From an optimization exercise on the open Yosys and OpenROAD flow, aimed at small area and a short achievable clock period; shortcuts taken in it are not production practice.
RTL that was checked went through simulation tests only; none was proved equivalent to the original.

north:
// Dot_product
module Dot_product(in, clk, reset, en, out, sel, done, ready);
  input         clk, reset, en;
  input  [31:0] in;
  output [31:0] out;
  output [3:0]  sel;
  output        done, ready;
  reg  [3:0] cnt;
  reg        ph;
  reg  [2:0] rs, cs;
  wire [3:0] nsel;
  wire       nph;
  wire [2:0] nrs, ncs;
  FSM fsm(.sel(cnt), .ph(ph), .nsel(nsel), .nph(nph), .nrs(nrs), .ncs(ncs));
  always @(posedge clk or posedge reset)
    if (reset) begin
      cnt <= 4'd0;
      ph  <= 1'b0;
      rs  <= 3'b100;
      cs  <= 3'b100;
    end else if (en) begin
      cnt <= nsel;
      ph  <= nph;
      rs  <= nrs;
      cs  <= ncs;
    end
  assign sel   = cnt;
  assign ready = ~ph;
  assign done  = ph;
  reg [8:0][31:0] w;
  integer k;
  always @(posedge clk)
    for (k = 0; k < 9; k = k + 1)
      if (!ph && cnt == k) w[k] <= in;
  wire from_in = ~ph;    
  localparam K = 5;    
  wire [2:0][15:0] an, bn;    
  genvar m;
  generate
    for (m = 0; m < 3; m = m + 1) begin : lane
      wire [15:0] l = ({16{rs[0]}} & w[m][15:0])      | ({16{rs[1]}} & w[3+m][15:0])  | ({16{rs[2]}} & w[6+m][15:0]);
  ...
For scale: about 2400 cells after synthesis, ~360 flip-flops, roughly 73 I/O pins, roughly 32000 sq um of cells after synthesis.
==> module Adder, before the edit <==
module Adder(a, b, ci, sum);
  parameter N = 32;
  input  [N-1:0] a, b;
  input          ci;
  output [N-1:0] sum;
  localparam L = (N < 2) ? 1 : (N < 4) ? 2 : (N < 8) ? 3 : (N < 16) ? 4 : (N < 32) ? 5 : 6;    
  wire [N:0] g [0:L];
  wire [N:0] p [0:L];
  assign g[0][0] = ci;
  genvar k, i;
  generate
    for (i = 0; i < N; i = i + 1) begin : pg
      HA h(.a(a[i]), .b(b[i]), .s(p[0][i+1]), .co(g[0][i+1]));
    end
    for (k = 0; k < L; k = k + 1) begin : lvl
      for (i = 0; i <= N; i = i + 1) begin : node
        if (i < (1 << k)) begin : pass
          assign g[k+1][i] = g[k][i];
          if (i > 0) begin : pp
            assign p[k+1][i] = p[k][i];
          end
        end else if (i < (2 << k)) begin : gonly    
          GN n(.gh(g[k][i]), .ph(p[k][i]), .gl(g[k][i - (1 << k)]), .g(g[k+1][i]));
        end else begin : full
          GN n(.gh(g[k][i]), .ph(p[k][i]), .gl(g[k][i - (1 << k)]), .g(g[k+1][i]));
          AND2 m(.a(p[k][i]), .b(p[k][i - (1 << k)]), .y(p[k+1][i]));
        end
      end
    end
    for (i = 0; i < N; i = i + 1) begin : sm
      XOR2 x(.a(p[0][i+1]), .b(g[L][i]), .y(sum[i]));
    end
  endgenerate
endmodule
==> module Dot_product, before the edit <==
module Dot_product(in, clk, reset, en, out, sel, done, ready);
  input         clk, reset, en;
  input  [31:0] in;
  output [31:0] out;
  output [3:0]  sel;
  output        done, ready;
  reg  [3:0] cnt;
  reg        ph;
  reg  [2:0] rs, cs;
  wire [3:0] nsel;
  wire       nph;
  wire [2:0] nrs, ncs;
  FSM fsm(.sel(cnt), .ph(ph), .nsel(nsel), .nph(nph), .nrs(nrs), .ncs(ncs));
  always @(posedge clk or posedge reset)
    if (reset) begin
      cnt <= 4'd0;
      ph  <= 1'b0;
      rs  <= 3'b100;
      cs  <= 3'b100;
    end else if (en) begin
      cnt <= nsel;
      ph  <= nph;
      rs  <= nrs;
      cs  <= ncs;
    end
  assign sel   = cnt;
  assign ready = ~ph;
  assign done  = ph;
  reg [8:0][31:0] w;
  integer k;
  always @(posedge clk)
    for (k = 0; k < 9; k = k + 1)
      if (!ph && cnt == k) w[k] <= in;
  wire from_in = ~ph;    
  localparam K = 5;    
  wire [2:0][15:0] an, bn;    
  genvar m;
  generate
    for (m = 0; m < 3; m = m + 1) begin : lane
      wire [15:0] l = ({16{rs[0]}} & w[m][15:0])      | ({16{rs[1]}} & w[3+m][15:0])  | ({16{rs[2]}} & w[6+m][15:0]);
      wire [15:0] h = ({16{cs[0]}} & w[3*m][31:16])   | ({16{cs[1]}} & w[3*m+1][31:16]) | ({16{cs[2]}} & w[3*m+2][31:16]);
      if (m == 2) begin : late
        assign an[m] = ~(from_in ? in[15:0]  : l);
        assign bn[m] = ~(from_in ? in[31:16] : h);
      end else begin : early
        assign an[m] = ~l;
        assign bn[m] = ~h;
      end
    end
  endgenerate
  wire [31:0]  s;
  wire [31:K+1] c;
  wire        ci;
  Multiplier mul(.a0n(an[0]), .b0n(bn[0]), .a1n(an[1]), .b1n(bn[1]), .a2n(an[2]), .b2n(bn[2]), .s(s), .c(c), .ci(ci));
  reg [31:0]  rsum;
  reg [31:K+1] rcar;
  reg         rci;
  always @(posedge clk)
    if (en) begin
      rsum <= s;
      rcar <= c;
      rci  <= ci;
    end
  assign out[K:0] = rsum[K:0];
  Adder #(.N(31 - K)) add(.a(rsum[31:K+1]), .b(rcar), .ci(rci), .sum(out[31:K+1]));
endmodule
export LEC_CHECK = 0
export CAP_MARGIN = 20
export CORE_MARGIN = 2
export CORE_UTILIZATION = 65
export CTS_BUF_LIST = sky130_fd_sc_hd__clkbuf_8
export SLEW_MARGIN = 20
export SYNTH_HIERARCHICAL = 1
export SYNTH_MINIMUM_KEEP_SIZE = 0
create_clock -name core_clock -period 27.0 [get_ports {clk}]
standard.sh (not shown) runs the stock make flow with config.mk's settings and CLKGATE_MAP_FILE= SYNTH_SCRIPT=/design/flow/synth_recipe.tcl, a recipe that flattens the netlist after the stock synthesis.
==> flow/flow/run.sh <==
#!/bin/bash
# Standard ORFS layout, with timing repair aimed below the achieved period
# (repair margin) and fast port buffers.  Each make run logs to its own file
# here; ORFS keeps every tool's log under orfs/logs/.
set -euo pipefail
bash standard.sh finish \
  SETUP_SLACK_MARGIN=18.5 \
  "BUFFER_PORTS_ARGS=-buffer_cell sky130_fd_sc_hd__buf_4" \
  > make_finish.log 2>&1
## Diff of input files: south against north
--- a/flow/design.v
+++ b/flow/design.v
@@ -3007,16 +3007,17 @@
     end
     for (k = 0; k < L; k = k + 1) begin : lvl
       for (i = 0; i <= N; i = i + 1) begin : node
-        if (i < (1 << k)) begin : pass
+        localparam integer J = ((i >> k) << k) - 1;
+        if (((i >> k) & 1) == 0) begin : pass
           assign g[k+1][i] = g[k][i];
           if (i > 0) begin : pp
             assign p[k+1][i] = p[k][i];
           end
         end else if (i < (2 << k)) begin : gonly    
-          GN n(.gh(g[k][i]), .ph(p[k][i]), .gl(g[k][i - (1 << k)]), .g(g[k+1][i]));
+          GN n(.gh(g[k][i]), .ph(p[k][i]), .gl(g[k][J]), .g(g[k+1][i]));
         end else begin : full
-          GN n(.gh(g[k][i]), .ph(p[k][i]), .gl(g[k][i - (1 << k)]), .g(g[k+1][i]));
-          AND2 m(.a(p[k][i]), .b(p[k][i - (1 << k)]), .y(p[k+1][i]));
+          GN n(.gh(g[k][i]), .ph(p[k][i]), .gl(g[k][J]), .g(g[k+1][i]));
+          AND2 m(.a(p[k][i]), .b(p[k][J]), .y(p[k+1][i]));
         end
       end
     end
@@ -3057,6 +3058,11 @@
   output p;
   assign p = ~(an | bn);
 endmodule
+module LSEL(x, s, y, yn);
+  input  x, s, y;
+  output yn;
+  assign yn = ~((x & s) | y);
+endmodule
 module FSM(sel, ph, nsel, nph, nrs, ncs);
   input      [3:0] sel;
   input            ph;
@@ -3114,27 +3120,32 @@
   always @(posedge clk)
     for (k = 0; k < 9; k = k + 1)
       if (!ph && cnt == k) w[k] <= in;
-  wire from_in = ~ph;    
   localparam K = 5;    
-  wire [2:0][15:0] an, bn;    
-  genvar m;
+  wire [2:0][15:0] l, h;    
+  genvar m, i;
   generate
-    for (m = 0; m < 3; m = m + 1) begin : lane
-      wire [15:0] l = ({16{rs[0]}} & w[m][15:0])      | ({16{rs[1]}} & w[3+m][15:0])  | ({16{rs[2]}} & w[6+m][15:0]);
-      wire [15:0] h = ({16{cs[0]}} & w[3*m][31:16])   | ({16{cs[1]}} & w[3*m+1][31:16]) | ({16{cs[2]}} & w[3*m+2][31:16]);
-      if (m == 2) begin : late
-        assign an[m] = ~(from_in ? in[15:0]  : l);
-        assign bn[m] = ~(from_in ? in[31:16] : h);
-      end else begin : early
-        assign an[m] = ~l;
-        assign bn[m] = ~h;
-      end
+    for (m = 0; m < 2; m = m + 1) begin : lane
+      assign l[m] = ({16{rs[0]}} & w[m][15:0])      | ({16{rs[1]}} & w[3+m][15:0])  | ({16{rs[2]}} & w[6+m][15:0]);
+      assign h[m] = ({16{cs[0]}} & w[3*m][31:16])   | ({16{cs[1]}} & w[3*m+1][31:16]) | ({16{cs[2]}} & w[3*m+2][31:16]);
+    end
+  endgenerate
+  wire [2:0] rs2 = rs & {3{ph}};
+  wire [2:0] cs2 = cs & {3{ph}};
+  assign l[2] = ({16{rs2[0]}} & w[2][15:0])  | ({16{rs2[1]}} & w[5][15:0])  | ({16{rs2[2]}} & w[8][15:0]);
+  assign h[2] = ({16{cs2[0]}} & w[6][31:16]) | ({16{cs2[1]}} & w[7][31:16]) | ({16{cs2[2]}} & w[8][31:16]);
+  wire fi = ~ph;
+  wire [15:0] a2n, b2n;
+  generate
+    for (i = 0; i < 16; i = i + 1) begin : sel2
+      LSEL ma(.x(in[i]),      .s(fi), .y(l[2][i]), .yn(a2n[i]));
+      LSEL mb(.x(in[16 + i]), .s(fi), .y(h[2][i]), .yn(b2n[i]));
     end
   endgenerate
   wire [31:0]  s;
   wire [31:K+1] c;
   wire        ci;
-  Multiplier mul(.a0n(an[0]), .b0n(bn[0]), .a1n(an[1]), .b1n(bn[1]), .a2n(an[2]), .b2n(bn[2]), .s(s), .c(c), .ci(ci));
+  Multiplier mul(.a0n(~l[0]), .b0n(~h[0]), .a1n(~l[1]), .b1n(~h[1]), .a2n(a2n), .b2n(b2n),
+                 .s(s), .c(c), .ci(ci));
   reg [31:0]  rsum;
   reg [31:K+1] rcar;
   reg         rci;
Findings:
Compared with north, in south routed wire length now smaller, wire length of the first global-routing pass now smaller, cell area after technology mapping now smaller.
Summary: with north as the reference, non-clock buffer count in south moved up by more than 10%.
Re largest net degree at the start of global routing: no difference whatsoever between north and south.
Going from north to south, final area shrank by 490 sq um; post-CTS resize count went down.
No functional check of the RTL was part of south.

## afterwards: timing with drivers on the ports
No port has a modelled driver above. Below, the same layouts with a new extraction and two added sets of constraints.
Step 1, drivers: a clkbuf_16 drives clk and a buf_2 each remaining input, both assumed.
Step 2, shift: input delay + t, output delay - t, t = (earliest + latest rising clock arrival at the registers) / 2. This alone moves slack from input paths to output paths.
a / b / c = ideal ports / drivers / drivers and shift; a / b = the first two.
run | t (ns) | slack for setup (ns) | worst setup path after step 2
north | 0.718 | 18.541 / 18.568 / 17.850 | input to register
south | 0.730 | 18.525 / 18.554 / 17.824 | input to register
After both steps every run listed still meets setup and hold. For south, which loses most, drivers alone change the setup slack by +0.029 ns; drivers and shift together by -0.701 ns.
